This is an optimization exercise on Yosys and OpenROAD, whose aim is small area, a short achievable clock period and few clock cycles per item, not a production implementation.
Function was checked by simulation only, so behaviour that the tests miss may differ from the original.

## flow/design.v (module list and top-level ports; edited modules follow where they fit)
// module fsqrt0: 1613 lines
// module fsqrt1: 1625 lines
// module fsqrt2: 1021 lines
// module fsqrt: 48 lines
module fsqrt (
  input wire clk,
  input wire ready,
  input wire [31:0] x1,
  output reg [31:0] y_reg,
  output reg valid
  );
  // ...
==> flow/run.sh <==
#!/bin/bash
# synth_recipe.tcl (not shown) runs the flow's synth.tcl, then flattens the netlist and writes it again
# the make line also repeats each setting of config.mk as NAME=value (left out here)
make -C /OpenROAD-flow-scripts/flow DESIGN_CONFIG=/design/flow/config.mk WORK_HOME=/design/flow/orfs CLKGATE_MAP_FILE= SYNTH_SCRIPT=/design/flow/synth_recipe.tcl finish
==> flow/config.mk <==
export PLATFORM = sky130hd
export DESIGN_NAME = fsqrt
export DESIGN_NICKNAME = fsqrt
export VERILOG_FILES = /design/flow/design.v
export SDC_FILE = /design/flow/constraint.sdc
export NUM_CORES = 4
export LEC_CHECK = 0
export CAP_MARGIN = 40
export CORE_MARGIN = 2
export CORE_UTILIZATION = 12
export PLACE_DENSITY = 0.2
export SLEW_MARGIN = 40
export SYNTH_MEMORY_MAX_BITS = 262144
==> flow/constraint.sdc <==
create_clock -name core_clock -period 8.0 [get_ports {clk}]
set_input_delay 1.6000 -clock core_clock [delete_from_list [all_inputs] [get_ports {clk}]]
set_output_delay 1.6000 -clock core_clock [all_outputs]
set_load 0.01 [all_outputs]
==> flow_summary_export.csv, run 1 <==
group,metric,value,unit
clock_network,clock_path_buffers,2,
timing,fin_ws,-99.3,ps
status,status,"finished with violations",
die,die-area,0.307,mm^2
routing,vias,44700,
clock_network,clk_pin_slew,80,ps
finish,largestClassByArea,"multi-input gates",
die,start_util,12.1,%
timing,fin_hold_ws,1640,ps
status,so_faults,"setup timing",
logic_synthesis,syn-num-nets,5578,
finish,final_cell_mix,"buf_4 (1,430), inv_1 (530), fa_1 (363)",
finish,inverters_excl_clock,573,
critical_path,worst-path-buf-inv,10,
finish,flops_and_latches,95,
routing,drc,0,
clock_network,cts_tree,"yes",
timing,tightest_slew,989,ps
finish,multi_input_area_share,57.3,%
critical_path,worstPathArrival,6500,ps
logic_synthesis,synth_xor_area_share,9.02,%
critical_path,path_class,"reg2out",
global_routing,grt_pass1_wl,434000,um
clock_network,postCtsHoldBufs,0,
global_routing,gr-total-overflow,0,
finish,area_growth,54.2,%
timing,setup_violations,8,
die,coreArea,0.301,mm^2
placement,dp_hpwl,273000,um
timing,finalHoldViolCount,0,
logic_synthesis,synth_seq_cells,95,
critical_path,cp.depth,28,
Testbench counts, summed over its fixed seeds: cycles 12,000, items 12,000.
==> run 2, diff against run 1 <==
--- a/flow/config.mk
+++ b/flow/config.mk
@@ -9,4 +9,4 @@
 export CORE_MARGIN = 2
-export CORE_UTILIZATION = 12
-export PLACE_DENSITY = 0.2
+export CORE_UTILIZATION = 25
+export PLACE_DENSITY = 0.35
 export SLEW_MARGIN = 40
==> flow_summary_export.csv, run 2 <==
group,metric,value,unit
timing,fin_hold_ws,1640,ps
finish,drive_gt1_share,30.4,%
routing,post_drt_wl_per_cell,36.1,um
status,so_faults,"setup timing",
clock_network,postCtsHoldBufs,0,
clock_network,root_buffer,"clkbuf_16",
logic_synthesis,synth_cell_types,90,
global_routing,grt_use_total,37.9,%
placement,pre_cts_ws,-1610,ps
critical_path,cp_top_family,"adder cells",
critical_path,crit_required,6400,ps
critical_path,cp.depth,28,
timing,finalCritPeriodShare,104,%
logic_synthesis,yosysTopAreaCell,"fa_1",
finish,final_common_cell,"buf_4",
placement,dp_hpwl,236000,um
routing,drt-vias-per-instance,5.65,
finish,largestRegisters,"y1_r: 23 flops, y2_r: 23 flops",
routing,vias,44700,
clock_network,clock_sinks,95,
finish,fillers,15500,
die,die-area,0.148,mm^2
clock_network,numCtsBuffers,9,
global_routing,grt_pass1_wl,386000,um
finish,area_growth,41.7,%
critical_path,cp_common_cell,"fa_1",
routing,met3_length,20400,um
logic_synthesis,yosysTopAreaCellShare,21.4,%
timing,slew_violations,0,
routing,dr.pass1.iters,7,
timing,fin_crit,8310,ps
finish,fin_nets,6611,
die,die_x,385,um
global_routing,gr-total-overflow,0,
critical_path,crit_fanout,4,
critical_path,path_class,"reg2out",
critical_path,end_kind,"output port",
timing,finalHoldViolCount,0,
hold_path,hold_path_end,"s_r$_DFF_P_",
critical_path,critPathSlowestCell,"fa_1",
die,io_pins,67,
routing,totalWireLength,286000,um
hold_path,hold_start,"x1[31]",
critical_path,critPathMaxStageDelay,630,ps
critical_path,critPathLaunchType,"flip-flop",
routing,drc,0,
logic_synthesis,yosys_warnings,3,
die,num_rows,139,
logic_synthesis,ys_top_cells_by_area,"fa_1 (21%), xnor2_1 (8.0%), ha_1 (7.0%), a22oi_1 (5.9%), inv_1 (5.8%)",
placement,placed_cells,7846,
logic_synthesis,seq_area_frac_synth,5.24,%
timing,tightest_slew,957,ps
die,coreArea,0.144,mm^2
global_routing,grt_max_degree,68,
logic_synthesis,synth_edf_count,0,
hold_path,whs_path_depth,1,
logic_synthesis,yosys-top-cells-count,"inv_1 (558), fa_1 (388), o21ai_0 (374)",
critical_path,worst-path-buf-inv,9,
clock_network,clock_path_buffers,2,
finish,final_cell_mix,"buf_4 (1,298), inv_1 (539), fa_1 (372)",
flow_run,drv_cap,0,
logic_synthesis,yosysMostFrequentCell,"inv_1",
routing,first_iter_violations,4929,
finish,multi_input_area,0.0316,mm^2
finish,stdcell_count,7906,
logic_synthesis,synth.cell_area,0.0363,mm^2
clock_network,clk_pin_slew,90,ps
global_routing,grt_pass1_vias,45300,
timing,grt_setup_unrepaired,"true",
timing,fin_ws,-307,ps
die,start_util,25.2,%
logic_synthesis,avgSynthCellArea,7.33,um^2
routing,antenna_left,0,
routing,met1_length,113000,um
routing,routed-wl-met2,125000,um
logic_synthesis,synth_flop_cell,"dfxtp_1",
placement,gp_congestion,1.06,
timing,setup_violations,14,
logic_synthesis,synthCells,4953,
clock_network,cts_tree,"yes",
finish,seqCellArea,0.00195,mm^2
logic_synthesis,synthArstFlopShare,0,%
die,die_height,385,um
logic_synthesis,syn-num-nets,5578,
hold_path,hp-class,"in2reg",
timing,setup_tns,-3060,ps
logic_synthesis,synth_seq_cells,95,
global_routing,antenna_found_initial,28,
placement,port_buffers,66,
timing,max_slew_margin,35.5,%
critical_path,worstPathArrival,6710,ps
clock_network,htreeDepth,3,
routing,top_layer,"met5",
timing,clock.fmax,120,MHz
status,status,"finished with violations",
[run 2: cell counts after synthesis]
No cell type changed its count.
[run 2: how the worst max path moves through the flow]
stage	startpoint	end	slack [ps]
floorplan	x1[19]	y2_r[22]$_DFF_P_	-10
global placement	neg_r[1]$_DFF_P_	y_reg[16]	-1620
detailed placement	neg_r[3]$_DFF_P_	y_reg[16]	-1610
CTS	y2_r[20]$_DFF_P_	y_reg[19]	-480
global route	y2_r[21]$_DFF_P_	y_reg[16]	-580
finish	y2_r[20]$_DFF_P_	y_reg[16]	-310
[run 2: per-stage QoR]
step	utilization [%]	instance area [um^2]
2_1_floorplan	-	36400
5_1_grt	35.8	51400
4_1_cts	34.9	50300
3_5_place_dp	34.2	49200
3_3_place_gp	34.2	49200
6_report	35.8	51500
[run 2: area by class of cell]
class	count	share of cell area [%]
clock inverter	7	0.187
clock buffer	9	0.438
sequential	95	3.78
timing repair buffer	1513	25.3
inverter	573	4.20
antenna	12	0.0583
tap	1903	4.63
multi-input combinational	3794	61.4
[run 2: kinds of logic (layout without fill, tap and decap cells)]
group | count (synthesis) | count (layout) | share of synthesized area (%)
multiplexers | 42 | 42 | 1.55
buffers and inverters | 1064 | 2102 | 11.6
flip-flops | 95 | 95 | 5.24
adder cells (fa/ha/maj) | 591 | 591 | 28.4
AND/OR/NAND/NOR | 1162 | 1162 | 14.8
AO/OA/AOI/OAI | 1625 | 1625 | 29.4
other | 0 | 12 | 0
XOR/XNOR | 374 | 374 | 9.02
[run 2: repair_timing]
action / in CTS / in global routing
endpoints found under the setup margin: 50 / 53
cloned: 0 / 3
resized for setup: 244 / 228
pin swaps: 64 / 90
buffers inserted: 11 / 17
[run 2: routing by layer]
layer,vias to the layer above,global-route usage (%)
li1,19300,-
met1,22200,46.3
met2,2453,59.1
met3,785,6.56
met4,14,29.3
met5,-,0
==> run 3, diff against run 2 <==
--- a/flow/config.mk
+++ b/flow/config.mk
@@ -7,3 +7,3 @@
 export LEC_CHECK = 0
-export CAP_MARGIN = 40
+export CAP_MARGIN = 10
 export CORE_MARGIN = 2
@@ -11,3 +11,3 @@
 export PLACE_DENSITY = 0.35
-export SLEW_MARGIN = 40
+export SLEW_MARGIN = 10
 export SYNTH_MEMORY_MAX_BITS = 262144
==> flow_summary_export.csv, run 3 <==
group,metric,value,unit
logic_synthesis,syn-num-nets,5578,
logic_synthesis,synthCells,4953,
timing,setup_violations,14,
timing,tightest_slew,1310,ps
clock_network,clk_pin_slew,80,ps
routing,post_drt_wl_per_cell,36.2,um
clock_network,cts_tree,"yes",
die,num_rows,139,
critical_path,path_class,"reg2out",
timing,fin_ws,-311,ps
finish,stdcell_count,7897,
die,die_height,385,um
critical_path,critPathSlowestCell,"fa_1",
clock_network,clock_sinks,95,
critical_path,critPathMaxStageDelay,550,ps
status,status,"finished with violations",
global_routing,grt_max_degree,68,
critical_path,startpoint,"y2_r[22]$_DFF_P_",
logic_synthesis,yosysTopAreaCell,"fa_1",
timing,finalHoldViolCount,0,
timing,max_slew_margin,12.0,%
routing,drt-vias-per-instance,5.68,
timing,setup_tns,-2970,ps
routing,drc,0,
timing,fin_crit,8310,ps
critical_path,critPathLaunchType,"flip-flop",
finish,final_cell_mix,"buf_4 (1,293), inv_1 (543), fa_1 (376)",
finish,drive_gt1_share,30.2,%
logic_synthesis,synth_seq_cells,95,
logic_synthesis,synth_flop_cell,"dfxtp_1",
global_routing,grt_use_total,37.7,%
finish,fin_nets,6603,
flow_run,drv_cap,0,
placement,port_buffers,66,
logic_synthesis,ys_top_cells_by_area,"fa_1 (21%), xnor2_1 (8.0%), ha_1 (7.0%), a22oi_1 (5.9%), inv_1 (5.8%)",
finish,fillers,15600,
global_routing,antenna_found_initial,18,
finish,fin_area,0.0513,mm^2
clock_network,numCtsBuffers,9,
die,coreArea,0.144,mm^2
logic_synthesis,yosys_warnings,3,
routing,dr.pass1.iters,7,
die,start_util,25.2,%
global_routing,grt_pass1_wl,386000,um
logic_synthesis,seq_area_frac_synth,5.24,%
finish,area_growth,41.4,%
routing,vias,44800,
logic_synthesis,synth_cell_types,90,
routing,totalWireLength,286000,um
clock_network,root_buffer,"clkbuf_16",
timing,grt_setup_unrepaired,"true",
placement,dp_hpwl,237000,um
die,die-area,0.148,mm^2
critical_path,crit_required,6400,ps
logic_synthesis,synth.cell_area,0.0363,mm^2
logic_synthesis,yosysMostFrequentCell,"inv_1",
logic_synthesis,avgSynthCellArea,7.33,um^2
routing,first_iter_violations,4866,
finish,largestRegisters,"y1_r: 23 flops, y2_r: 23 flops",
routing,antenna_left,0,
die,io_pins,67,
placement,placed_cells,7845,
timing,finalCritPeriodShare,104,%
global_routing,grt_pass1_vias,45300,
logic_synthesis,yosysTopAreaCellShare,21.4,%
critical_path,cp_common_cell,"fa_1",
placement,gp_congestion,1.06,
placement,dpl_cell_area,0.0492,mm^2
timing,clock.fmax,120,MHz
logic_synthesis,synthArstFlopShare,0,%
die,die_x,385,um
clock_network,htreeDepth,3,
global_routing,gr-total-overflow,0,
hold_path,hold_start,"ready",
status,so_faults,"setup timing",
logic_synthesis,synth_edf_count,0,
clock_network,clock_path_buffers,2,
hold_path,hp-class,"in2reg",
timing,slew_violations,0,
finish,final_common_cell,"buf_4",
critical_path,crit_fanout,5,
critical_path,end_kind,"output port",
timing,fin_hold_ws,1650,ps
critical_path,worstPathArrival,6710,ps
logic_synthesis,yosys-top-cells-count,"inv_1 (558), fa_1 (388), o21ai_0 (374)",
[run 3: critical path, delay by kind of cell, from the launching register on]
kind	cells	cell delay [ps]
AND/OR/NAND/NOR	3	300
buffers and inverters	11	1330
AO/OA/AOI/OAI	6	1270
adder cells (fa/ha/maj)	6	2780
XOR/XNOR	2	280
flip-flops	1	370
[run 3: cells by family after synthesis]
logic type                 after synthesis  synth area share, %
AOI/OAI and AO/OA                     1625                 29.4
and+or+nand+nor                       1162                 14.8
buffers and inverters                 1064                 11.6
adders and majority gates              591                 28.4
xor gates and xnor gates               374                 9.02
DFF                                     95                 5.24
muxes                                   42                 1.55
[run 3: metrics by stage]
stage / utilization, % / setup WS, ps
3_3_place_gp: 34.2 / -1620
5_1_grt: 35.7 / -612
6_report: 35.7 / -311
2_1_floorplan: - / -9.85
4_1_cts: 34.9 / -484
3_5_place_dp: 34.2 / -1600
[run 3: area by class of cell]
cell class / instances / area [um^2] / area share (%)
multi-input cells: 3794 / 31600 / 61.5
well taps: 1903 / 2380 / 4.64
clock buffers: 9 / 225 / 0.439
flip-flops and latches: 95 / 1940 / 3.79
diodes: 11 / 27.5 / 0.0536
inverters: 573 / 2160 / 4.21
clock inverters: 7 / 77.6 / 0.151
repair buffers: 1505 / 12900 / 25.2
[run 3: layer usage]
metal	global-route usage, %	vias to the layer above	wire [um]
met5	0	-	40
met4	29.5	8	27100
met3	6.00	765	18800
met2	59.1	2308	126000
met1	46.1	22500	114000
li1	-	19200	-
[run 3: timing repair]
action                                  CTS  global route
gates resized for setup                 249           228
buffers inserted                          7            16
cloned                                    0             3
pin swaps                                57            76
endpoints found under the setup margin   52            52
hold buffers                              0             0
[run 3: worst paths after layout]
check / endpoint / slack [ps] / cells past startpoint
setup / recovery: y_reg[14] / -310 / 28
hold / removal: valid$_DFF_P_ / 1650 / 1

## re-timing with driven ports
No port has a modelled driver above. Below, the same layouts with a new extraction and two added sets of constraints. Step 1: set_driving_cell puts a clkbuf_16 on clk and a buf_2 on each other input, an assumption about the parent block. Step 2 adds t to the input delays and takes it off the output delays; t is the mean of the earliest and latest rising clock arrival at the registers after step 1. Input paths then give back, and output paths get back, about the clock's delay inside the block. a / b / c = ideal ports / drivers / drivers and shift; a / b = the first two.
run | t, ns | setup slack, ns | slew at the worst register clock pin (ns) | worst slew at a driven data input, ns
run 1 | 0.452 | -0.099 / -0.167 / -0.309 | 0.09 / 0.09 | 0.07
run 2 | 0.434 | -0.307 / -0.363 / -0.324 | 0.09 / 0.09 | 0.05
run 3 | 0.438 | -0.311 / -0.372 / -0.333 | 0.09 / 0.09 | 0.05
For run 1, which loses most, drivers alone change the setup slack by -0.068 ns; drivers and shift together by -0.210 ns.
